This is an optimization exercise on Yosys and OpenROAD, whose aim is small area, not a production implementation. At most, simulation tests tie the RTL to the original design; equivalence was not proved. Function not checked in runs 2 and 3: the RTL went through the layout flow alone.

==> flow/design.v <==
module FA(a, b, c, s, co);
	input a, b, c;
	output s, co;
	assign s  = a ^ b ^ c;
	assign co = (a & b) | (a & c) | (b & c);
endmodule
module HA(a, b, s, co);
	input a, b;
	output s, co;
	assign s  = a ^ b;
	assign co = a & b;
endmodule
module ALU_wrapper( clk, reset, ABCmd_i, LoadA_i, LoadB_i, LoadCmd_i, ACC_o, Done_o);
	input clk;
	input reset;
	input LoadA_i;
	input LoadB_i;
	input LoadCmd_i;
	input [7:0] ABCmd_i;
	output [7:0] ACC_o;
	output Done_o;
	reg [7:0] rA, rB, ACC_o;
	wire [3:0] op  = ABCmd_i[3:0];
	wire       CI  = ABCmd_i[4];
	wire       shr = ABCmd_i[5];
	wire       BCD = ABCmd_i[6];
	wire       MUL = ABCmd_i[7];
	reg [2:0] state;
	wire RO      = ~state[1];
	wire LoadA   = ~state[2] &  state[1] & ~state[0];
	wire LoadB   =  state[0];
	wire LoadCmd =  state[2] &  state[1];
	assign Done_o = state[2] & ~state[1];
	wire nA = (RO & ~LoadCmd_i & ~LoadB_i & LoadA_i) | (LoadA & ~LoadB_i & ~LoadCmd_i) |
	          (LoadB & LoadA_i) | (LoadCmd & LoadA_i);
	wire nB = (RO & ~LoadCmd_i & LoadB_i) | (LoadA & LoadB_i) |
	          (LoadB & ~LoadA_i & ~LoadCmd_i) | (LoadCmd & ~LoadA_i & LoadB_i);
	wire nC = (RO & LoadCmd_i) | (LoadA & ~LoadB_i & LoadCmd_i) | (LoadB & ~LoadA_i & LoadCmd_i);
	wire nO = LoadCmd & ~LoadA_i & ~LoadB_i;
	always @(posedge clk or posedge reset)
		if (reset)
			state <= 3'b000;
		else
			state <= {nC | nO, nA | nB | nC, nB};
	always @(posedge clk or posedge reset)
		if (reset) begin
			rA <= 0;
			rB <= 0;
		end else begin
			if (LoadA) rA <= ABCmd_i;
			if (LoadB) rB <= ABCmd_i;
		end
	reg  [7:0] lg;
	wire       lg8 = shr & rA[0];
	reg  [7:0] op2;
	wire       cin = CI & ~shr & ~(op[3] & op[2]);
	always @* begin
		case (op[1:0])
		    2'b00: lg = rA | rB;
		    2'b01: lg = rA & rB;
		    2'b10: lg = rA ^ rB;
		    2'b11: lg = rA;
		endcase
		if (shr)
		    lg = {CI, rA[7:1]};
		case (op[3:2])
		    2'b00: op2 = rB;
		    2'b01: op2 = ~rB;
		    2'b10: op2 = lg;
		    2'b11: op2 = 8'd0;
		endcase
	end
	wire [7:0] s;
	wire c1, c2, c3, c5, c6, c7;
	FA u_a0(.a(lg[0]), .b(op2[0]), .c(cin), .s(s[0]), .co(c1));
	FA u_a1(.a(lg[1]), .b(op2[1]), .c(c1),  .s(s[1]), .co(c2));
	FA u_a2(.a(lg[2]), .b(op2[2]), .c(c2),  .s(s[2]), .co(c3));
	wire t3  = lg[3] ^ op2[3];
	wire g3  = lg[3] & op2[3];
	assign s[3] = t3 ^ c3;
	wire s21 = s[2] | s[1];
	wire HC0 = g3 | (BCD & t3 & s21);
	wire HC1 = g3 | t3 | (BCD & ~t3 & s21);
	wire HC  = c3 ? HC1 : HC0;
	FA u_a4(.a(lg[4]), .b(op2[4]), .c(HC),  .s(s[4]), .co(c5));
	FA u_a5(.a(lg[5]), .b(op2[5]), .c(c5),  .s(s[5]), .co(c6));
	FA u_a6(.a(lg[6]), .b(op2[6]), .c(c6),  .s(s[6]), .co(c7));
	wire t7  = lg[7] ^ op2[7];
	wire g7  = lg[7] & op2[7];
	assign s[7] = t7 ^ c7;
	wire s65 = s[6] | s[5];
	wire CO0 = (lg8 ^ g7) | (BCD & t7 & s65);
	wire CO1 = (lg8 ^ (g7 | t7)) | (BCD & ~t7 & s65);
	wire CO  = c7 ? CO1 : CO0;
	wire V0  = rA[7] ^ op2[7] ^ CO0 ^ t7;
	wire V1  = rA[7] ^ op2[7] ^ CO1 ^ ~t7;
	wire AV  = c7 ? V1 : V0;
	wire AN  = s[7];
	wire AZ  = ~|s;
	reg mc_hi;
	wire pp0_0 = ~(rA[0] & rB[0]);
	wire pp0_1 = ~(rA[1] & rB[0]);
	wire pp0_2 = ~(rA[2] & rB[0]);
	wire pp0_3 = ~(rA[3] & rB[0]);
	wire pp0_4 = ~(rA[4] & rB[0]);
	wire pp0_5 = ~(rA[5] & rB[0]);
	wire pp0_6 = ~(rA[6] & rB[0]);
	wire pp0_7 = ~(rA[7] & rB[0]);
	wire pp1_0 = ~(rA[0] & rB[1]);
	wire pp1_1 = ~(rA[1] & rB[1]);
	wire pp1_2 = ~(rA[2] & rB[1]);
	wire pp1_3 = ~(rA[3] & rB[1]);
	wire pp1_4 = ~(rA[4] & rB[1]);
	wire pp1_5 = ~(rA[5] & rB[1]);
	wire pp1_6 = ~(rA[6] & rB[1]);
	wire pp1_7 = ~(rA[7] & rB[1]);
	wire pp2_0 = ~(rA[0] & rB[2]);
	wire pp2_1 = ~(rA[1] & rB[2]);
	wire pp2_2 = ~(rA[2] & rB[2]);
	wire pp2_3 = ~(rA[3] & rB[2]);
	wire pp2_4 = ~(rA[4] & rB[2]);
	wire pp2_5 = ~(rA[5] & rB[2]);
	wire pp2_6 = ~(rA[6] & rB[2]);
	wire pp2_7 = ~(rA[7] & rB[2]);
	wire pp3_0 = ~(rA[0] & rB[3]);
	wire pp3_1 = ~(rA[1] & rB[3]);
	wire pp3_2 = ~(rA[2] & rB[3]);
	wire pp3_3 = ~(rA[3] & rB[3]);
	wire pp3_4 = ~(rA[4] & rB[3]);
	wire pp3_5 = ~(rA[5] & rB[3]);
	wire pp3_6 = ~(rA[6] & rB[3]);
	wire pp3_7 = ~(rA[7] & rB[3]);
	wire pp4_0 = ~(rA[0] & rB[4]);
	wire pp4_1 = ~(rA[1] & rB[4]);
	wire pp4_2 = ~(rA[2] & rB[4]);
	wire pp4_3 = ~(rA[3] & rB[4]);
	wire pp4_4 = ~(rA[4] & rB[4]);
	wire pp4_5 = ~(rA[5] & rB[4]);
	wire pp4_6 = ~(rA[6] & rB[4]);
	wire pp4_7 = ~(rA[7] & rB[4]);
	wire pp5_0 = ~(rA[0] & rB[5]);
	wire pp5_1 = ~(rA[1] & rB[5]);
	wire pp5_2 = ~(rA[2] & rB[5]);
	wire pp5_3 = ~(rA[3] & rB[5]);
	wire pp5_4 = ~(rA[4] & rB[5]);
	wire pp5_5 = ~(rA[5] & rB[5]);
	wire pp5_6 = ~(rA[6] & rB[5]);
	wire pp5_7 = ~(rA[7] & rB[5]);
	wire pp6_0 = ~(rA[0] & rB[6]);
	wire pp6_1 = ~(rA[1] & rB[6]);
	wire pp6_2 = ~(rA[2] & rB[6]);
	wire pp6_3 = ~(rA[3] & rB[6]);
	wire pp6_4 = ~(rA[4] & rB[6]);
	wire pp6_5 = ~(rA[5] & rB[6]);
	wire pp6_6 = ~(rA[6] & rB[6]);
	wire pp6_7 = ~(rA[7] & rB[6]);
	wire pp7_0 = ~(rA[0] & rB[7]);
	wire pp7_1 = ~(rA[1] & rB[7]);
	wire pp7_2 = ~(rA[2] & rB[7]);
	wire pp7_3 = ~(rA[3] & rB[7]);
	wire pp7_4 = ~(rA[4] & rB[7]);
	wire pp7_5 = ~(rA[5] & rB[7]);
	wire pp7_6 = ~(rA[6] & rB[7]);
	wire pp7_7 = ~(rA[7] & rB[7]);
	wire ms0 = ~(pp0_6 ^ pp1_5);
	wire mc0 = pp0_6 | pp1_5;
	wire ms1, mc1;
	FA u_m1(.a(pp0_7), .b(pp1_6), .c(pp2_5), .s(ms1), .co(mc1));
	wire ms2 = ~(pp3_4 ^ pp4_3);
	wire mc2 = pp3_4 | pp4_3;
	wire ms3, mc3;
	FA u_m3(.a(pp1_7), .b(pp2_6), .c(pp3_5), .s(ms3), .co(mc3));
	wire ms4 = ~(pp4_4 ^ pp5_3);
	wire mc4 = pp4_4 | pp5_3;
	wire ms5, mc5;
	FA u_m5(.a(pp2_7), .b(pp3_6), .c(pp4_5), .s(ms5), .co(mc5));
	wire ms6 = ~(pp0_4 ^ pp1_3);
	wire mc6 = pp0_4 | pp1_3;
	wire ms7, mc7;
	FA u_m7(.a(pp0_5), .b(pp1_4), .c(pp2_3), .s(ms7), .co(mc7));
	wire ms8 = ~(pp3_2 ^ pp4_1);
	wire mc8 = pp3_2 | pp4_1;
	wire ms9, mc9;
	FA u_m9(.a(ms0), .b(pp2_4), .c(pp3_3), .s(ms9), .co(mc9));
	wire ms10, mc10;
	FA u_m10(.a(pp4_2), .b(pp5_1), .c(pp6_0), .s(ms10), .co(mc10));
	wire ms11, mc11;
	FA u_m11(.a(mc0), .b(ms1), .c(ms2), .s(ms11), .co(mc11));
	wire ms12, mc12;
	FA u_m12(.a(pp5_2), .b(pp6_1), .c(pp7_0), .s(ms12), .co(mc12));
	wire ms13, mc13;
	FA u_m13(.a(mc1), .b(mc2), .c(ms3), .s(ms13), .co(mc13));
	wire ms14, mc14;
	FA u_m14(.a(ms4), .b(pp6_2), .c(pp7_1), .s(ms14), .co(mc14));
	wire ms15, mc15;
	FA u_m15(.a(mc3), .b(mc4), .c(ms5), .s(ms15), .co(mc15));
	wire ms16, mc16;
	FA u_m16(.a(pp5_4), .b(pp6_3), .c(pp7_2), .s(ms16), .co(mc16));
	wire ms17, mc17;
	FA u_m17(.a(mc5), .b(pp3_7), .c(pp4_6), .s(ms17), .co(mc17));
	wire ms18, mc18;
	FA u_m18(.a(pp5_5), .b(pp6_4), .c(pp7_3), .s(ms18), .co(mc18));
	wire ms19, mc19;
	FA u_m19(.a(pp4_7), .b(pp5_6), .c(pp6_5), .s(ms19), .co(mc19));
	wire ms20 = ~(pp0_3 ^ pp1_2);
	wire mc20 = pp0_3 | pp1_2;
	wire ms21, mc21;
	FA u_m21(.a(ms6), .b(pp2_2), .c(pp3_1), .s(ms21), .co(mc21));
	wire ms22, mc22;
	FA u_m22(.a(mc6), .b(ms7), .c(ms8), .s(ms22), .co(mc22));
	wire ms23, mc23;
	FA u_m23(.a(mc7), .b(mc8), .c(ms9), .s(ms23), .co(mc23));
	wire ms24, mc24;
	FA u_m24(.a(mc9), .b(mc10), .c(ms11), .s(ms24), .co(mc24));
	wire ms25, mc25;
	FA u_m25(.a(mc11), .b(mc12), .c(ms13), .s(ms25), .co(mc25));
	wire ms26, mc26;
	FA u_m26(.a(mc13), .b(mc14), .c(ms15), .s(ms26), .co(mc26));
	wire ms27, mc27;
	FA u_m27(.a(mc15), .b(mc16), .c(ms17), .s(ms27), .co(mc27));
	wire ms28, mc28;
	FA u_m28(.a(mc17), .b(mc18), .c(ms19), .s(ms28), .co(mc28));
	wire ms29, mc29;
	FA u_m29(.a(mc19), .b(pp5_7), .c(pp6_6), .s(ms29), .co(mc29));
	wire ms30 = ~(pp0_2 ^ pp1_1);
	wire mc30 = pp0_2 | pp1_1;
	wire ms31, mc31;
	FA u_m31(.a(ms20), .b(pp2_1), .c(pp3_0), .s(ms31), .co(mc31));
	wire ms32, mc32;
	FA u_m32(.a(mc20), .b(ms21), .c(pp4_0), .s(ms32), .co(mc32));
	wire ms33, mc33;
	FA u_m33(.a(mc21), .b(ms22), .c(pp5_0), .s(ms33), .co(mc33));
	wire ms34, mc34;
	FA u_m34(.a(mc22), .b(ms23), .c(ms10), .s(ms34), .co(mc34));
	wire ms35, mc35;
	FA u_m35(.a(mc23), .b(ms24), .c(ms12), .s(ms35), .co(mc35));
	wire ms36, mc36;
	FA u_m36(.a(mc24), .b(ms25), .c(ms14), .s(ms36), .co(mc36));
	wire ms37, mc37;
	FA u_m37(.a(mc25), .b(ms26), .c(ms16), .s(ms37), .co(mc37));
	wire ms38, mc38;
	FA u_m38(.a(mc26), .b(ms27), .c(ms18), .s(ms38), .co(mc38));
	wire ms39, mc39;
	FA u_m39(.a(mc27), .b(ms28), .c(pp7_4), .s(ms39), .co(mc39));
	wire ms40, mc40;
	FA u_m40(.a(mc28), .b(ms29), .c(pp7_5), .s(ms40), .co(mc40));
	wire ms41, mc41;
	FA u_m41(.a(mc29), .b(pp6_7), .c(pp7_6), .s(ms41), .co(mc41));
	wire ms42 = ~(pp0_1 ^ pp1_0);
	wire mc42 = pp0_1 | pp1_0;
	wire ms43, mc43;
	FA u_m43(.a(ms30), .b(pp2_0), .c(mc42), .s(ms43), .co(mc43));
	wire ms44, mc44;
	FA u_m44(.a(mc30), .b(ms31), .c(mc43), .s(ms44), .co(mc44));
	wire ms45, mc45;
	FA u_m45(.a(mc31), .b(ms32), .c(mc44), .s(ms45), .co(mc45));
	wire ms46, mc46;
	FA u_m46(.a(mc32), .b(ms33), .c(mc45), .s(ms46), .co(mc46));
	wire ms47, mc47;
	FA u_m47(.a(mc33), .b(ms34), .c(mc46), .s(ms47), .co(mc47));
	wire ms48, mc48;
	FA u_m48(.a(mc34), .b(ms35), .c(mc47), .s(ms48), .co(mc48));
	wire mc_lo = mc48;
	wire ms49, mc49;
	FA u_m49(.a(mc35), .b(ms36), .c(mc_hi), .s(ms49), .co(mc49));
	wire ms50, mc50;
	FA u_m50(.a(mc36), .b(ms37), .c(mc49), .s(ms50), .co(mc50));
	wire ms51, mc51;
	FA u_m51(.a(mc37), .b(ms38), .c(mc50), .s(ms51), .co(mc51));
	wire mc_la = ~((~(mc37 | ms38)) | ((~(mc37 & ms38)) & (~(mc36 | ms37))) | ((~(mc37 & ms38)) & (~(mc36 & ms37)) & (~(mc35 | ms36))) | ((~(mc37 & ms38)) & (~(mc36 & ms37)) & (~(mc35 & ms36)) & ~mc_hi));
	wire ms52, mc52;
	FA u_m52(.a(mc38), .b(ms39), .c(mc_la), .s(ms52), .co(mc52));
	wire ms53, mc53;
	FA u_m53(.a(mc39), .b(ms40), .c(mc52), .s(ms53), .co(mc53));
	wire ms54, mc54;
	FA u_m54(.a(mc40), .b(ms41), .c(mc53), .s(ms54), .co(mc54));
	wire ms55, mc55;
	FA u_m55(.a(mc41), .b(pp7_7), .c(mc54), .s(ms55), .co(mc55));
	wire [15:0] mult_out = ~{mc55, ms55, ms54, ms53, ms52, ms51, ms50, ms49, ms48, ms47, ms46, ms45, ms44, ms43, ms42, pp0_0};
	always @(posedge clk)
		mc_hi <= mc_lo;
	wire eL = LoadCmd & MUL;
	wire eH8 = Done_o & MUL;
	wire eS = LoadCmd & ~MUL;
	wire eF = Done_o & ~MUL;
	wire eH = ~LoadCmd & ~Done_o;
	wire [7:0] acc_d = ({8{eL}} & mult_out[7:0]) | ({8{eH8}} & mult_out[15:8]) | ({8{eS}} & s) |
	                   ({8{eF}} & {3'b000, CO, AV, AZ, AN, HC}) | ({8{eH}} & ACC_o);
	always @(posedge clk or posedge reset)
		if (reset)
			ACC_o <= 0;
		else
			ACC_o <= acc_d;
endmodule
==> flow/flow/run.sh <==
#!/bin/bash
# Own layout flow: the standard ORFS flow, except that
#  - synthesis maps the design's FA/HA adder modules straight onto the
#    sky130 fa_1/ha_1 cells (flow/my_synth.tcl), and
#  - port buffers are the smallest buffer (buf_1).
# Each tool's output goes to a log file of its own in this folder.
set -euo pipefail
W=$(pwd)
F=$W/flow
# same make call as standard.sh, with our synthesis script
sed "s#SYNTH_SCRIPT=[^ ]*#SYNTH_SCRIPT=$F/my_synth.tcl#" standard.sh > my_standard.sh
grep -q "SYNTH_SCRIPT=$F/my_synth.tcl" my_standard.sh
# my_synth.tcl = synth_recipe.tcl with our own synth wrapper in place of its first line
{ echo "source $F/synth_pre.tcl"; tail -n +2 synth_recipe.tcl; } > $F/my_synth.tcl
export MY_FLOW_DIR=$F
if [[ -f $F/env.sh ]]; then source $F/env.sh; fi
bash my_standard.sh synth > synth.log 2>&1
bash my_standard.sh > layout.log 2>&1
==> flow/flow/abc3.script <==
strash
ifraig
dc2
dch -f
map -a
mfs2
strash
dch -f
map -a
topo
==> flow/flow/adder_map.v <==
module FA(a, b, c, s, co);
	input a, b, c;
	output s, co;
	sky130_fd_sc_hd__fa_1 _TECHMAP_REPLACE_ (.A(a), .B(b), .CIN(c), .SUM(s), .COUT(co));
endmodule

module HA(a, b, s, co);
	input a, b;
	output s, co;
	sky130_fd_sc_hd__ha_1 _TECHMAP_REPLACE_ (.A(a), .B(b), .SUM(s), .COUT(co));
endmodule
==> flow/flow/env.sh <==
export BUFFER_PORTS_ARGS="-buffer_cell sky130_fd_sc_hd__buf_1"
export MY_NO_EXTRACT_FA=1
export MY_ABC_SCRIPT=abc3.script
export SETUP_MOVE_SEQUENCE="unbuffer,sizeup,swap"
export CTS_ARGS="-sink_clustering_enable -repair_clock_nets -dont_use_dummy_load"
==> flow/flow/synth_pre.tcl <==
# Replaces the first line of synth_recipe.tcl (which wraps synth in -nofsm -noshare).
# Before the first synth call, the FA/HA adder modules of the design are mapped
# straight onto the platform's full/half adder cells, and ABC is given an
# area-oriented script.
proc synth {args} {
  if { ![info exists ::my_adders_mapped] } {
    set ::my_adders_mapped 1
    yosys proc
    yosys techmap -map $::env(MY_FLOW_DIR)/adder_map.v
    if { [info exists ::env(MY_NO_EXTRACT_FA)] } {
      unset ::env(ADDER_MAP_FILE)
    }
    if { [info exists ::env(MY_ABC_SCRIPT)] } {
      set i [lsearch -exact $::abc_args -script]
      lset ::abc_args [expr {$i + 1}] $::env(MY_FLOW_DIR)/$::env(MY_ABC_SCRIPT)
    }
  }
  yosys synth -nofsm -noshare {*}$args
}
==> flow/standard.sh <==
#!/bin/bash
# synth_recipe.tcl (not shown) runs the flow's synth.tcl, then flattens the netlist and writes it again
# the make line also repeats each setting of config.mk as NAME=value (left out here)
make -C /OpenROAD-flow-scripts/flow DESIGN_CONFIG=/design/flow/config.mk WORK_HOME=/design/flow/orfs CLKGATE_MAP_FILE= SYNTH_SCRIPT=/design/flow/synth_recipe.tcl "${@:-finish}"
==> flow/config.mk <==
export PLATFORM = sky130hd
export DESIGN_NAME = ALU_wrapper
export DESIGN_NICKNAME = ALU_wrapper
export VERILOG_FILES = /design/flow/design.v
export SDC_FILE = /design/flow/constraint.sdc
export NUM_CORES = 4
export LEC_CHECK = 0
export CAP_MARGIN = 20
export CORE_MARGIN = 2
export CORE_UTILIZATION = 40
export GPL_TIMING_DRIVEN = 0
export SLEW_MARGIN = 20
==> flow/constraint.sdc <==
create_clock -name core_clock -period 6.0 [get_ports {clk}]
set_input_delay 1.2000 -clock core_clock [delete_from_list [all_inputs] [get_ports {clk}]]
set_output_delay 1.2000 -clock core_clock [all_outputs]
set_load 0.01 [all_outputs]
==> run_results.csv, run 1 <==
group,metric,value,unit
clock_network,cts_inserted_buffers,3,
final_layout,most-common-layout-cells,"nand2_1, fa_1, o21ai_0",
grt,grt_max_degree,28,
grt,grt_first_pass_wirelength,14100,um
setup_path,cp_cell_sequence,"clkbuf_4 -> nor2_2 -> a21oi_1 -> nor2_1 -> o22ai_1 -> a22oi_1 -> nand2_1 -> fa_1 -> fa_1 -> fa_2 -> nor2_2 -> o311ai_1 -> fa_1 -> fa_1 -> fa_1 -> nor2_1 -> nor2_1 -> nor2_1 -> o211ai_1 -> o21ai_0 -> xor2_1 -> o221ai_1",
placed_design,place_inst,490,
yosys,ys_seq_area_share,22.3,%
timing,fmax,174,MHz
setup_path,end_kind,"flip-flop",
setup_path,crit_arrival,5.89,ns
yosys,synth_edf_count,0,
final_layout,num_antenna_cells,0,
final_layout,drive_gt1_share,3.84,%
placed_design,placed_cell_area,3340,sq um
timing,hold_violations,0,
timing,finalMaxSlewViolations,0,
hold_path,holdPathStages,2,
final_layout,final_nets,460,
die,die_h,92.3,um
run_status,status,"complete, no violations",
die,rows,32,
run,drv_cap,0,
setup_path,critPathLaunchType,"primary input",
die,core,7650,sq um
routing,avgViaCountPerCell,5.63,
clock_network,clockBufferDepth,2,
grt,antenna_found_initial,0,
setup_path,slowest_delay,0.54,ns
grt,grt_pass1_vias,2732,
die,dieArea,8520,sq um
clock_network,hold_buffers,0,
clock_network,root_buffer,"clkbuf_8",
final_layout,postLayoutCoreUtil,44.5,%
clock_network,clock-sinks,28,
routing,final_antenna_net_count,0,
die,pin_count,22,
routing,detail_route.wl_per_cell,17.7,um
clock_network,cts_tree,"yes",
final_layout,fillers,795,
yosys,synth_cell_type_count,23,
timing,finalCritPeriodShare,95.6,%
final_layout,mostFrequentLayoutCell,"nand2_1",
grt,grt_usage,21.1,%
setup_path,timing.setup.critical_path_class,"in -> reg",
yosys,synth-seq-cells,28,
timing,fin_worst_skew,0.00407,ns
timing,rsz0062_at_grt,"false",
final_layout,fin_area,3400,sq um
placed_design,portBuffers,21,
timing,fin_crit,5.74,ns
yosys,async_flop_share,96.4,%
yosys,syn_nets,433,
routing,first_pass_iters,4,
setup_path,reg2reg_depth,22,
placed_design,place_congestion,0.937,
yosys,syn_inst,366,
clock_network,insertion_delay,0.28,ns
setup_path,worst_path_max_delay_cell,"fa_1",
final_layout,instances_no_fill,493,
routing,drt_iter0_markers,154,
routing,dr_total_vias,2775,
setup_path,cp_max_fo,17,
die,die_w,92.3,um
yosys,avgSynthCellArea,8.53,sq um
clock_network,path_clk_slew,0.10,ns
timing,max-slew-margin-rel,56.4,%
yosys,synthFlopType,"dfrtp_1",
grt,grt.overflow.total,0,
die,floorplan.initialDensity,40.8,%
setup_path,cp_common_cell,"fa_1",
timing,tightest_slew,0.651,ns
final_layout,area_growth,9.06,%
hold_path,hold_class,"reg -> reg",
setup_path,cp.required,6.15,ns
routing,drt_wl_total,8710,um
timing,setup_viol,0,
yosys,yosysWarnings,1,
yosys,synth_area,3120,sq um
placed_design,dp_hpwl,6960,um
routing,drc,0,
clock_network,cts_max_level,1,
[kinds of logic (layout without fill, tap and decap cells)]
family          count (synthesis)  after routing  synth area share [%]
compound gates                100            100                  19.3
xor+xnor                        5              5                  1.40
fa+ha+maj                      54             54                  34.6
buf+inv                        32             57                  3.85
flops                          28             28                  22.3
simple gates                  147            147                  18.5
[final timing paths]
kind	slack, ns	start	to
min in group asynchronous	0.95	reset	rA[6]$_DFFE_PP0P_
max	0.26	ABCmd_i[0]	ACC_o[3]$_DFF_PP0_
min	0.55	ACC_o[3]$_DFF_PP0_	ACC_o[3]$_DFF_PP0_
max reg2reg	0.39	rB[0]$_DFFE_PP0P_	ACC_o[3]$_DFF_PP0_
max in group asynchronous	4.65	reset	rB[5]$_DFFE_PP0P_
min reg2reg	0.55	ACC_o[3]$_DFF_PP0_	ACC_o[3]$_DFF_PP0_
[critical path, delay by kind of cell]
family / cells / cell delay [ns]
adder cells (fa/ha/maj): 6 / 2.64
AO/OA/AOI/OAI: 7 / 0.94
XOR/XNOR: 1 / 0.15
AND/OR/NAND/NOR: 7 / 0.73
buffers and inverters: 1 / 0.20
[sequential cells by signal (all words and copies together) (netlist names)]
| name | flops |
|---|---|
| ACC_o | 8 |
| rA | 8 |
| rB | 8 |
| state | 3 |
| mc_hi | 1 |
[per-layer routing]
layer / wire length, um / part of all wire, % / vias up / track usage, %
met2: 4090 / 47 / 100 / 34.3
met4: 90 / 1.0 / 0 / 3.86
met3: 487 / 5.6 / 10 / 3.09
met1: 4040 / 46 / 1353 / 30.4
li1: - / - / 1312 / -
met5: 0 / 0 / - / 0
[Yosys cell counts (2+ instances only)]
cell type / n / share of area [%]
nor2_1: 33 / 4.0
nand3_1: 6 / 0.96
nand4_1: 5 / 1.0
dfrtp_1: 27 / 22
o2111ai_1: 2 / 0.56
o221ai_1: 4 / 1.1
a21oi_1: 17 / 2.7
xor2_1: 5 / 1.4
nand2_1: 101 / 12
clkinv_1: 32 / 3.8
a221oi_1: 3 / 0.84
a22oi_1: 13 / 3.1
fa_1: 54 / 35
o21ai_0: 40 / 6.4
o22ai_1: 16 / 3.2
[timing repair]
item / in CTS / in global routing
setup buffers: 0 / 0
gates resized for setup: 3 / 12
endpoints found under the setup margin: 1 / 2
[cell type report]
class,instances,area [sq um],share of cell area (%)
clock buffer,3,41.3,1.21
inverter,32,128,3.75
multi-input combinational,306,2320,68.1
sequential,28,696,20.4
tap,102,128,3.75
timing repair buffer,22,93.8,2.76
[through the flow]
step | TNS [ns] | hold WS (ns) | worst slack [ns]
after floorplan | 0 | 0.551 | 0.352
after global placement | -0.772 | 0.522 | -0.474
after detailed placement | -1.04 | 0.520 | -0.533
after CTS | 0 | 0.549 | 0.0395
after global routing | 0 | 0.587 | 0.0120
final | 0 | 0.548 | 0.264
==> inputs of run 2 (changes only) <==
--- a/flow/design.v
+++ b/flow/design.v
@@ -71,32 +71,20 @@
 		endcase
 	end
 	wire [7:0] s;
-	wire c1, c2, c3, c5, c6, c7;
+	wire c1, c2, c3, c4, c5, c6, c7, c8;
 	FA u_a0(.a(lg[0]), .b(op2[0]), .c(cin), .s(s[0]), .co(c1));
 	FA u_a1(.a(lg[1]), .b(op2[1]), .c(c1),  .s(s[1]), .co(c2));
 	FA u_a2(.a(lg[2]), .b(op2[2]), .c(c2),  .s(s[2]), .co(c3));
-	wire t3  = lg[3] ^ op2[3];
-	wire g3  = lg[3] & op2[3];
-	assign s[3] = t3 ^ c3;
-	wire s21 = s[2] | s[1];
-	wire HC0 = g3 | (BCD & t3 & s21);
-	wire HC1 = g3 | t3 | (BCD & ~t3 & s21);
-	wire HC  = c3 ? HC1 : HC0;
+	FA u_a3(.a(lg[3]), .b(op2[3]), .c(c3),  .s(s[3]), .co(c4));
+	wire HC = c4 | (BCD & s[3] & (s[2] | s[1]));
 	FA u_a4(.a(lg[4]), .b(op2[4]), .c(HC),  .s(s[4]), .co(c5));
 	FA u_a5(.a(lg[5]), .b(op2[5]), .c(c5),  .s(s[5]), .co(c6));
 	FA u_a6(.a(lg[6]), .b(op2[6]), .c(c6),  .s(s[6]), .co(c7));
-	wire t7  = lg[7] ^ op2[7];
-	wire g7  = lg[7] & op2[7];
-	assign s[7] = t7 ^ c7;
-	wire s65 = s[6] | s[5];
-	wire CO0 = (lg8 ^ g7) | (BCD & t7 & s65);
-	wire CO1 = (lg8 ^ (g7 | t7)) | (BCD & ~t7 & s65);
-	wire CO  = c7 ? CO1 : CO0;
-	wire V0  = rA[7] ^ op2[7] ^ CO0 ^ t7;
-	wire V1  = rA[7] ^ op2[7] ^ CO1 ^ ~t7;
-	wire AV  = c7 ? V1 : V0;
-	wire AN  = s[7];
-	wire AZ  = ~|s;
+	FA u_a7(.a(lg[7]), .b(op2[7]), .c(c7),  .s(s[7]), .co(c8));
+	wire CO = (lg8 ^ c8) | (BCD & s[7] & (s[6] | s[5]));
+	wire AN = s[7];
+	wire AZ = ~|s;
+	wire AV = rA[7] ^ op2[7] ^ CO ^ AN;
 	reg mc_hi;
 	wire pp0_0 = ~(rA[0] & rB[0]);
 	wire pp0_1 = ~(rA[1] & rB[0]);
==> flow/flow/my_synth.tcl (new file) <==
source /design/flow/flow/synth_pre.tcl
source $::env(SCRIPTS_DIR)/synth.tcl
# left out here: clear keep_hierarchy, flatten, clean up, hide names made inside functions, write 1_2_yosys.v
==> run 2 against run 1 <==
Highest routed layer unchanged; synthesized area is 0.40% lower; critical path type unchanged; now fails the layout checks on setup timing; largest cell class unchanged; core utilization is 0.84 points higher.
==> run_results.csv, run 2 <==
group,metric,value,unit
clock_network,path_clk_slew,0.10,ns
die,die_w,92.1,um
placed_design,dp_hpwl,6760,um
routing,detail_route.wl_per_cell,17.7,um
timing,finalMaxSlewViolations,0,
run,drv_cap,0,
yosys,syn_nets,420,
clock_network,clock-sinks,28,
final_layout,mostFrequentLayoutCell,"nand2_1",
yosys,synth_edf_count,0,
routing,final_antenna_net_count,0,
die,floorplan.initialDensity,40.9,%
yosys,yosys.area.top_type_share,36.1,%
setup_path,cp_max_fo,11,
run_status,so.violations,"setup timing",
timing,fin_worst_skew,0.0119,ns
routing,drt_wl_total,8440,um
placed_design,dp_slack,-0.967,ns
yosys,yosysTopAreaCell,"fa_1",
yosys,yosys-top-cells-area,"fa_1, dfrtp_1, nand2_1, o21ai_0, clkinv_1",
yosys,synthFlopType,"dfrtp_1",
yosys,async_flop_share,96.4,%
setup_path,timing.setup.critical_path_class,"in -> reg",
hold_path,min-delay-start,"ACC_o[3]$_DFF_PP0_",
final_layout,top_regs,"ACC_o (8), rA (8), rB (8)",
die,die_h,92.1,um
timing,tightest_slew,0.579,ns
timing,setup_ws,-0.151,ns
clock_network,hold_buffers,0,
clock_network,insertion_delay,0.28,ns
grt,grt_max_degree,28,
setup_path,critPathLaunchType,"primary input",
run_status,status,"finished with violations",
clock_network,cts_inserted_buffers,3,
die,pin_count,22,
grt,grt_first_pass_wirelength,14000,um
timing,hold_violations,0,
placed_design,place_congestion,0.849,
placed_design,portBuffers,21,
setup_path,r2r-start,"rA[7]$_DFFE_PP0P_",
yosys,yosysMostFrequentCell,"nand2_1",
clock_network,clockBufferDepth,2,
yosys,synthTopCellsByCount,"nand2_1, fa_1, clkinv_1",
setup_path,cp.required,6.15,ns
timing,hold_ws,0.532,ns
final_layout,most-common-layout-cells,"nand2_1, fa_1, clkinv_1",
final_layout,area_growth,11.0,%
die,core,7610,sq um
grt,grt_usage,21.0,%
clock_network,postCtsSetupRepairBufs,0,
yosys,yosysWarnings,1,
yosys,avgSynthCellArea,8.85,sq um
hold_path,hold_class,"reg -> reg",
setup_path,end_kind,"flip-flop",
final_layout,fin_area,3450,sq um
routing,avgViaCountPerCell,5.71,
final_layout,num_antenna_cells,0,
grt,grt.overflow.total,0,
yosys,synth_area,3110,sq um
timing,finalCritPeriodShare,103,%
yosys,synth-seq-cells,28,
placed_design,placed_cell_area,3360,sq um
grt,antenna_found_initial,0,
timing,fmax,163,MHz
timing,rsz0062_at_grt,"true",
die,rows,32,
routing,drt_iter0_markers,196,
clock_network,root_buffer,"clkbuf_8",
timing,max-slew-margin-rel,61.3,%
final_layout,fillers,766,
yosys,ys_seq_area_share,22.4,%
timing,setup_viol,1,
final_layout,postLayoutCoreUtil,45.3,%
final_layout,final_nets,447,
yosys,syn_inst,351,
final_layout,drive_gt1_share,7.71,%
yosys,synth_cell_type_count,24,
timing,fin_crit,6.15,ns
clock_network,cts_max_level,1,
routing,drc,0,
clock_network,cts_tree,"yes",
routing,dr_total_vias,2727,
setup_path,startpoint,"ABCmd_i[0]",
routing,first_pass_iters,5,
grt,grt_pass1_vias,2679,
die,dieArea,8490,sq um
setup_path,crit_arrival,6.30,ns
## run 2: cell count changes after synthesis, sizes merged, moves of 6 or more
cell | before | now
o211ai | 1 | 11
nor2 | 33 | 21
nand2 | 101 | 92
o21ai | 40 | 30
nand3 | 6 | 12
a22oi | 13 | 6
## run 2: area by class of cell
class	count	area, sq um	share of cell area (%)
multi-input cells	288	2330	67.5
repair buffers	22	111	3.23
flip-flops and latches	28	697	20.2
clock buffers	3	41.3	1.20
inverters	35	145	4.21
well taps	102	128	3.70
## run 2: path summary, 6_finish.rpt
check / slack [ns] / endpoint / cells past startpoint
setup reg to reg: 0.05 / ACC_o[6]$_DFF_PP0_ / 13
hold / removal: 0.53 / ACC_o[3]$_DFF_PP0_ / 2
min in group asynchronous: 0.94 / ACC_o[5]$_DFF_PP0_ / 2
setup / recovery: -0.15 / ACC_o[3]$_DFF_PP0_ / 22
max in group asynchronous: 4.64 / rB[0]$_DFFE_PP0P_ / 2
hold reg to reg: 0.53 / ACC_o[3]$_DFF_PP0_ / 2
## run 2: repair_timing
action,CTS,global route
pin swaps,7,5
resized for setup,15,4
endpoints found under the setup margin,4,5
## run 2: per-layer routing
| layer | part of all wire, % | vias up | wire, um | GRT usage [%] |
|---|---|---|---|---|
| met1 | 49 | 1379 | 4100 | 31.2 |
| met3 | 4.8 | 10 | 409 | 2.79 |
| li1 | - | 1258 | - | - |
| met2 | 45 | 80 | 3800 | 33.0 |
| met5 | 0 | - | 0 | 0 |
| met4 | 1.6 | 0 | 133 | 4.73 |
## run 2: metrics by stage
stage / TNS [ns] / instances
floorplan: -0.128 / 351
global placement: -2.58 / 474
detailed placement: -2.86 / 475
CTS: -0.185 / 478
global route: -0.637 / 478
finish: -0.151 / 478
## run 2: critical path, cell delays in order
cell and delay [ns]:
buf_12 0.11, clkinv_4 0.04, or2_4 0.29, a21oi_2 0.15
o22ai_2 0.10, nand2_1 0.08, o211ai_1 0.11, fa_2 0.38
fa_2 0.35, fa_2 0.36, fa_2 0.47, nand2_2 0.09
o21bai_2 0.08, fa_2 0.34, fa_2 0.35, fa_2 0.36
fa_2 0.64, nand2_1 0.07, o211ai_1 0.26, xor2_1 0.20
xor2_1 0.16, o221ai_1 0.11
## run 2: logic make-up (layout without fill, tap and decap cells)
kind of cell | count (synthesis) | count (layout) | synth area share, %
xor+xnor | 3 | 3 | 0.846
flops | 28 | 28 | 22.4
buf+inv | 35 | 60 | 4.23
simple gates | 138 | 138 | 18.2
compound gates | 88 | 88 | 17.4
fa+ha+maj | 59 | 59 | 37.0
==> inputs of run 3 (changes only) <==
--- a/flow/design.v
+++ b/flow/design.v
@@ -70,21 +70,6 @@
 		    2'b11: op2 = 8'd0;
 		endcase
 	end
-	wire [7:0] s;
-	wire c1, c2, c3, c4, c5, c6, c7, c8;
-	FA u_a0(.a(lg[0]), .b(op2[0]), .c(cin), .s(s[0]), .co(c1));
-	FA u_a1(.a(lg[1]), .b(op2[1]), .c(c1),  .s(s[1]), .co(c2));
-	FA u_a2(.a(lg[2]), .b(op2[2]), .c(c2),  .s(s[2]), .co(c3));
-	FA u_a3(.a(lg[3]), .b(op2[3]), .c(c3),  .s(s[3]), .co(c4));
-	wire HC = c4 | (BCD & s[3] & (s[2] | s[1]));
-	FA u_a4(.a(lg[4]), .b(op2[4]), .c(HC),  .s(s[4]), .co(c5));
-	FA u_a5(.a(lg[5]), .b(op2[5]), .c(c5),  .s(s[5]), .co(c6));
-	FA u_a6(.a(lg[6]), .b(op2[6]), .c(c6),  .s(s[6]), .co(c7));
-	FA u_a7(.a(lg[7]), .b(op2[7]), .c(c7),  .s(s[7]), .co(c8));
-	wire CO = (lg8 ^ c8) | (BCD & s[7] & (s[6] | s[5]));
-	wire AN = s[7];
-	wire AZ = ~|s;
-	wire AV = rA[7] ^ op2[7] ^ CO ^ AN;
 	reg mc_hi;
 	wire pp0_0 = ~(rA[0] & rB[0]);
 	wire pp0_1 = ~(rA[1] & rB[0]);
@@ -249,34 +234,48 @@
 	wire ms48, mc48;
 	FA u_m48(.a(mc34), .b(ms35), .c(mc47), .s(ms48), .co(mc48));
 	wire mc_lo = mc48;
-	wire ms49, mc49;
-	FA u_m49(.a(mc35), .b(ms36), .c(mc_hi), .s(ms49), .co(mc49));
-	wire ms50, mc50;
-	FA u_m50(.a(mc36), .b(ms37), .c(mc49), .s(ms50), .co(mc50));
-	wire ms51, mc51;
-	FA u_m51(.a(mc37), .b(ms38), .c(mc50), .s(ms51), .co(mc51));
-	wire mc_la = ~((~(mc37 | ms38)) | ((~(mc37 & ms38)) & (~(mc36 | ms37))) | ((~(mc37 & ms38)) & (~(mc36 & ms37)) & (~(mc35 | ms36))) | ((~(mc37 & ms38)) & (~(mc36 & ms37)) & (~(mc35 & ms36)) & ~mc_hi));
-	wire ms52, mc52;
-	FA u_m52(.a(mc38), .b(ms39), .c(mc_la), .s(ms52), .co(mc52));
-	wire ms53, mc53;
-	FA u_m53(.a(mc39), .b(ms40), .c(mc52), .s(ms53), .co(mc53));
-	wire ms54, mc54;
-	FA u_m54(.a(mc40), .b(ms41), .c(mc53), .s(ms54), .co(mc54));
-	wire ms55, mc55;
-	FA u_m55(.a(mc41), .b(pp7_7), .c(mc54), .s(ms55), .co(mc55));
-	wire [15:0] mult_out = ~{mc55, ms55, ms54, ms53, ms52, ms51, ms50, ms49, ms48, ms47, ms46, ms45, ms44, ms43, ms42, pp0_0};
+	wire [7:0] mlo = ~{ms48, ms47, ms46, ms45, ms44, ms43, ms42, pp0_0};
+	wire [7:0] mha = ~{1'b1, mc41, mc40, mc39, mc38, mc37, mc36, mc35};
+	wire [7:0] mhb = ~{1'b1, pp7_7, ms41, ms40, ms39, ms38, ms37, ms36};
 	always @(posedge clk)
 		mc_hi <= mc_lo;
-	wire eL = LoadCmd & MUL;
-	wire eH8 = Done_o & MUL;
-	wire eS = LoadCmd & ~MUL;
-	wire eF = Done_o & ~MUL;
-	wire eH = ~LoadCmd & ~Done_o;
-	wire [7:0] acc_d = ({8{eL}} & mult_out[7:0]) | ({8{eH8}} & mult_out[15:8]) | ({8{eS}} & s) |
-	                   ({8{eF}} & {3'b000, CO, AV, AZ, AN, HC}) | ({8{eH}} & ACC_o);
+	wire [7:0] x = MUL ? mha : lg;
+	wire [7:0] y = MUL ? mhb : op2;
+	wire c0   = MUL ? ~mc_hi : cin;
+	wire BCDa = BCD & ~MUL;
+	wire [7:0] s;
+	wire c1, c2, c2x, c5, c6, c7;
+	wire [7:0] g = x & y;
+	wire [7:0] p = x | y;
+	FA u_a0(.a(x[0]), .b(y[0]), .c(c0), .s(s[0]), .co(c1));
+	FA u_a1(.a(x[1]), .b(y[1]), .c(c1), .s(s[1]), .co(c2));
+	FA u_a2(.a(x[2]), .b(y[2]), .c(c2), .s(s[2]), .co(c2x));
+	wire c3 = g[2] | (p[2] & g[1]) | (p[2] & p[1] & g[0]) | (p[2] & p[1] & p[0] & c0);
+	wire t3  = x[3] ^ y[3];
+	assign s[3] = t3 ^ c3;
+	wire s21 = s[2] | s[1];
+	wire HC0 = g[3] | (BCDa & t3 & s21);
+	wire HC1 = g[3] | t3 | (BCDa & ~t3 & s21);
+	wire HC  = c3 ? HC1 : HC0;
+	FA u_a4(.a(x[4]), .b(y[4]), .c(HC), .s(s[4]), .co(c5));
+	FA u_a5(.a(x[5]), .b(y[5]), .c(c5), .s(s[5]), .co(c6));
+	FA u_a6(.a(x[6]), .b(y[6]), .c(c6), .s(s[6]), .co(c7));
+	wire t7  = x[7] ^ y[7];
+	assign s[7] = t7 ^ c7;
+	wire s65 = s[6] | s[5];
+	wire CO0 = (lg8 ^ g[7]) | (BCD & t7 & s65);
+	wire CO1 = (lg8 ^ (g[7] | t7)) | (BCD & ~t7 & s65);
+	wire CO  = c7 ? CO1 : CO0;
+	wire V0  = rA[7] ^ op2[7] ^ CO0 ^ t7;
+	wire V1  = rA[7] ^ op2[7] ^ CO1 ^ ~t7;
+	wire AV  = c7 ? V1 : V0;
+	wire AN  = s[7];
+	wire AZ  = ~|s;
 	always @(posedge clk or posedge reset)
 		if (reset)
 			ACC_o <= 0;
-		else
-			ACC_o <= acc_d;
+		else if (LoadCmd)
+			ACC_o <= MUL ? mlo : s;
+		else if (Done_o)
+			ACC_o <= MUL ? s : {3'b000, CO, AV, AZ, AN, HC};
 endmodule
==> run 3 against run 2 <==
The layout still fails its checks (setup timing); design area up 1.9%; highest routed layer unchanged; clock skew up 0.0055 ns; critical path type is now reg -> reg; critical endpoint is now ACC_o[3]$_DFFE_PP0P_; largest cell class unchanged; die area up 1.1%.
==> run_results.csv, run 3 <==
group,metric,value,unit
timing,timing.setup.tns,-1.98,ns
run,drv_cap,0,
final_layout,final_nets,482,
yosys,syn_inst,395,
clock_network,insertion_delay,0.28,ns
final_layout,area_growth,11.8,%
setup_path,critPathLaunchType,"flip-flop",
routing,detail_route.wl_per_cell,17.7,um
timing,fin_worst_skew,0.0174,ns
routing,final_antenna_net_count,0,
die,die_w,92.6,um
clock_network,clockBufferDepth,2,
grt,grt_usage,22.9,%
setup_path,cp_max_fo,11,
run_status,so.violations,"setup timing",
final_layout,instances_no_fill,522,
yosys,yosysMostFrequentCell,"nand2_1",
routing,drt_iter0_markers,198,
setup_path,timing.setup.critical_path_class,"reg -> reg",
yosys,synth-seq-cells,28,
final_layout,top_regs,"ACC_o (8), rA (8), rB (8)",
timing,fin_crit,6.71,ns
setup_path,crit_arrival,6.88,ns
die,core,7690,sq um
clock_network,clock-sinks,28,
yosys,syn_nets,455,
placed_design,place_congestion,0.940,
yosys,avgSynthCellArea,7.96,sq um
timing,tightest_slew,0.601,ns
die,dieArea,8580,sq um
yosys,yosysWarnings,1,
clock_network,cts_max_level,1,
routing,avgViaCountPerCell,5.67,
timing,finalMaxSlewViolations,0,
routing,drt_wl_total,9220,um
die,pin_count,22,
placed_design,placed_cell_area,3400,sq um
setup_path,worst_path_max_delay_cell,"fa_2",
clock_network,postCtsSetupRepairBufs,0,
yosys,yosys.area.top_type_share,29.9,%
clock_network,hold_buffers,0,
routing,drc,0,
grt,grt.overflow.total,0,
yosys,synth_edf_count,0,
yosys,synthTopCellsByCount,"nand2_1, o21ai_0, fa_1",
yosys,synthFlopType,"dfrtp_1",
placed_design,portBuffers,21,
timing,max-slew-margin-rel,59.8,%
setup_path,cp.required,6.17,ns
grt,antenna_found_initial,0,
final_layout,most-common-layout-cells,"nand2_1, o21ai_0, clkinv_1, fa_1, nor2_1",
placed_design,place_inst,519,
clock_network,cts_inserted_buffers,3,
final_layout,mostFrequentLayoutCell,"nand2_1",
yosys,async_flop_share,96.4,%
routing,dr_total_vias,2961,
grt,grt_max_degree,28,
setup_path,critical_path_buf_inv_count,1,
yosys,yosys-top-cells-area,"fa_1, dfrtp_1, nand2_1, o21ai_0, clkinv_1",
setup_path,crit_family,"adder cells",
placed_design,dp_slack,-1.56,ns
setup_path,cp_common_cell,"fa_2",
placed_design,dp_hpwl,7050,um
timing,setup_viol,6,
final_layout,drive_gt1_share,11.2,%
die,floorplan.initialDensity,40.9,%
clock_network,path_clk_slew,0.11,ns
clock_network,cts_tree,"yes",
setup_path,end_kind,"flip-flop",
clock_network,root_buffer,"clkbuf_8",
hold_path,hold_class,"reg -> reg",
final_layout,num_antenna_cells,0,
timing,finalCritPeriodShare,112,%
grt,grt_first_pass_wirelength,15500,um
timing,rsz0062_at_grt,"true",
die,die_h,92.6,um
grt,grt_pass1_vias,2905,
setup_path,slowest_delay,0.61,ns
yosys,synth_area,3140,sq um
yosys,yosysTopAreaCell,"fa_1",
final_layout,fin_area,3510,sq um
timing,setup_ws,-0.708,ns
run_status,status,"finished with violations",
timing,fmax,149,MHz
yosys,synth_cell_type_count,24,
die,rows,32,
timing,hold_violations,0,
yosys,ys_seq_area_share,22.1,%
routing,first_pass_iters,5,
run 3: cell count changes after synthesis, moves of 3 or more:
cell       change
a21oi_1        -5
a22oi_1        +9
clkinv_1       +9
fa_1           -9
nand2_1       +17
nand3_1        -3
nand4_1        +3
nor2_1         +9
o2111ai_1      -3
o211ai_1       -4
o21ai_0       +21
o221ai_1       -3
run 3: repair_timing:
action                     4_1_cts  5_1_grt
pin swaps                       20        3
setup endpoints to repair        7        7
resized for setup               16       10
hold endpoints to repair         0        0
run 3: cell families (layout without fill, tap and decap cells):
logic type / after synthesis / after routing / synth area share, %
and+or+nand+nor: 164 / 164 / 21.2
AOI/OAI and AO/OA: 107 / 107 / 20.1
adders and majority gates: 48 / 48 / 30.3
buffers and inverters: 44 / 69 / 5.25
DFF: 28 / 28 / 22.1
xor gates and xnor gates: 4 / 4 / 1.11
run 3: worst reg2reg max path, cell delays in order (launching register included):
cell	delay, ns
dfrtp_2	0.54
nand2_2	0.10
fa_2	0.58
fa_2	0.45
fa_2	0.39
fa_1	0.56
a22oi_2	0.11
fa_2	0.40
fa_2	0.37
fa_2	0.46
nor2_2	0.11
nor3_2	0.05
o21ai_1	0.13
and3_4	0.21
inv_4	0.03
fa_2	0.33
fa_2	0.35
fa_2	0.61
nor2_4	0.05
nor2_4	0.08
nand2_1	0.06
o211ai_1	0.12
o21ai_2	0.09
o21ai_1	0.13
a21oi_1	0.06
a21oi_1	0.11
o211ai_1	0.10
run 3: layer usage:
layer,GRT usage (%),part of all wire (%),up-vias,wire length [um]
li1,-,-,1402,-
met1,33.1,44,1426,4090
met2,36.3,46,115,4260
met3,4.15,7.1,18,651
met4,5.02,2.4,0,225
met5,0,0,-,0
run 3: cell type report:
type	count	area (sq um)
clock buffers	3	41.3
fillers	809	4170
inverters	44	176
multi-input cells	323	2370
flip-flops and latches	28	708
well taps	102	128
repair buffers	22	87.6
run 3: metrics by stage:
step,hold slack (ns),utilization (%)
finish,0.496,45.7
global route,0.555,45.7
CTS,0.504,45.2
detailed placement,0.477,44.3
global placement,0.465,44.1
floorplan,0.519,-
run 3: worst paths after layout:
path                                      start  slack, ns                   end  depth (start not counted)
max in group asynchronous                 reset       4.60     rB[1]$_DFFE_PP0P_                          2
hold reg to reg            ACC_o[5]$_DFFE_PP0P_       0.50  ACC_o[5]$_DFFE_PP0P_                          2
hold / removal             ACC_o[5]$_DFFE_PP0P_       0.50  ACC_o[5]$_DFFE_PP0P_                          2
setup / recovery              rB[2]$_DFFE_PP0P_      -0.71  ACC_o[3]$_DFFE_PP0P_                         26
setup reg to reg              rB[2]$_DFFE_PP0P_      -0.71  ACC_o[3]$_DFFE_PP0P_                         26
min in group asynchronous                 reset       0.95    state[0]$_DFF_PP0_                          2

## afterwards: timing with drivers on the ports
No port has a modelled driver above. Below, the same layouts with a new extraction and two added sets of constraints.
Step 1 (the two cells are an assumption about what drives the block):
set clk [get_ports {clk}]
set_driving_cell -lib_cell sky130_fd_sc_hd__clkbuf_16 $clk
set_driving_cell -lib_cell sky130_fd_sc_hd__buf_2 [delete_from_list [all_inputs] $clk]
Step 2 moves the port delays by t, midway between the first and last clock arrival at a register: inputs arrive t later, outputs are due t later. That takes back most of the time a late clock gives input paths.
Three values: ideal, step 1, step 2; two values: the first two.
run | t, ns | setup slack, ns | worst setup path at the end | worst register clock-pin slew, ns | worst slew at a driven data input, ns
run 1 | 0.300 | 0.264 / 0.264 / -0.036 | input to register | 0.10 / 0.10 | 0.03
run 2 | 0.303 | -0.151 / -0.184 / -0.487 | input to register | 0.10 / 0.10 | 0.06
run 3 | 0.303 | -0.708 / -0.708 / -0.708 | register to register | 0.11 / 0.11 | 0.03
Met with ideal ports but missed after step 2: setup timing in run 1. The setup slack of run 2, which loses most, moves by -0.033 ns with the drivers and by -0.336 ns with both steps.
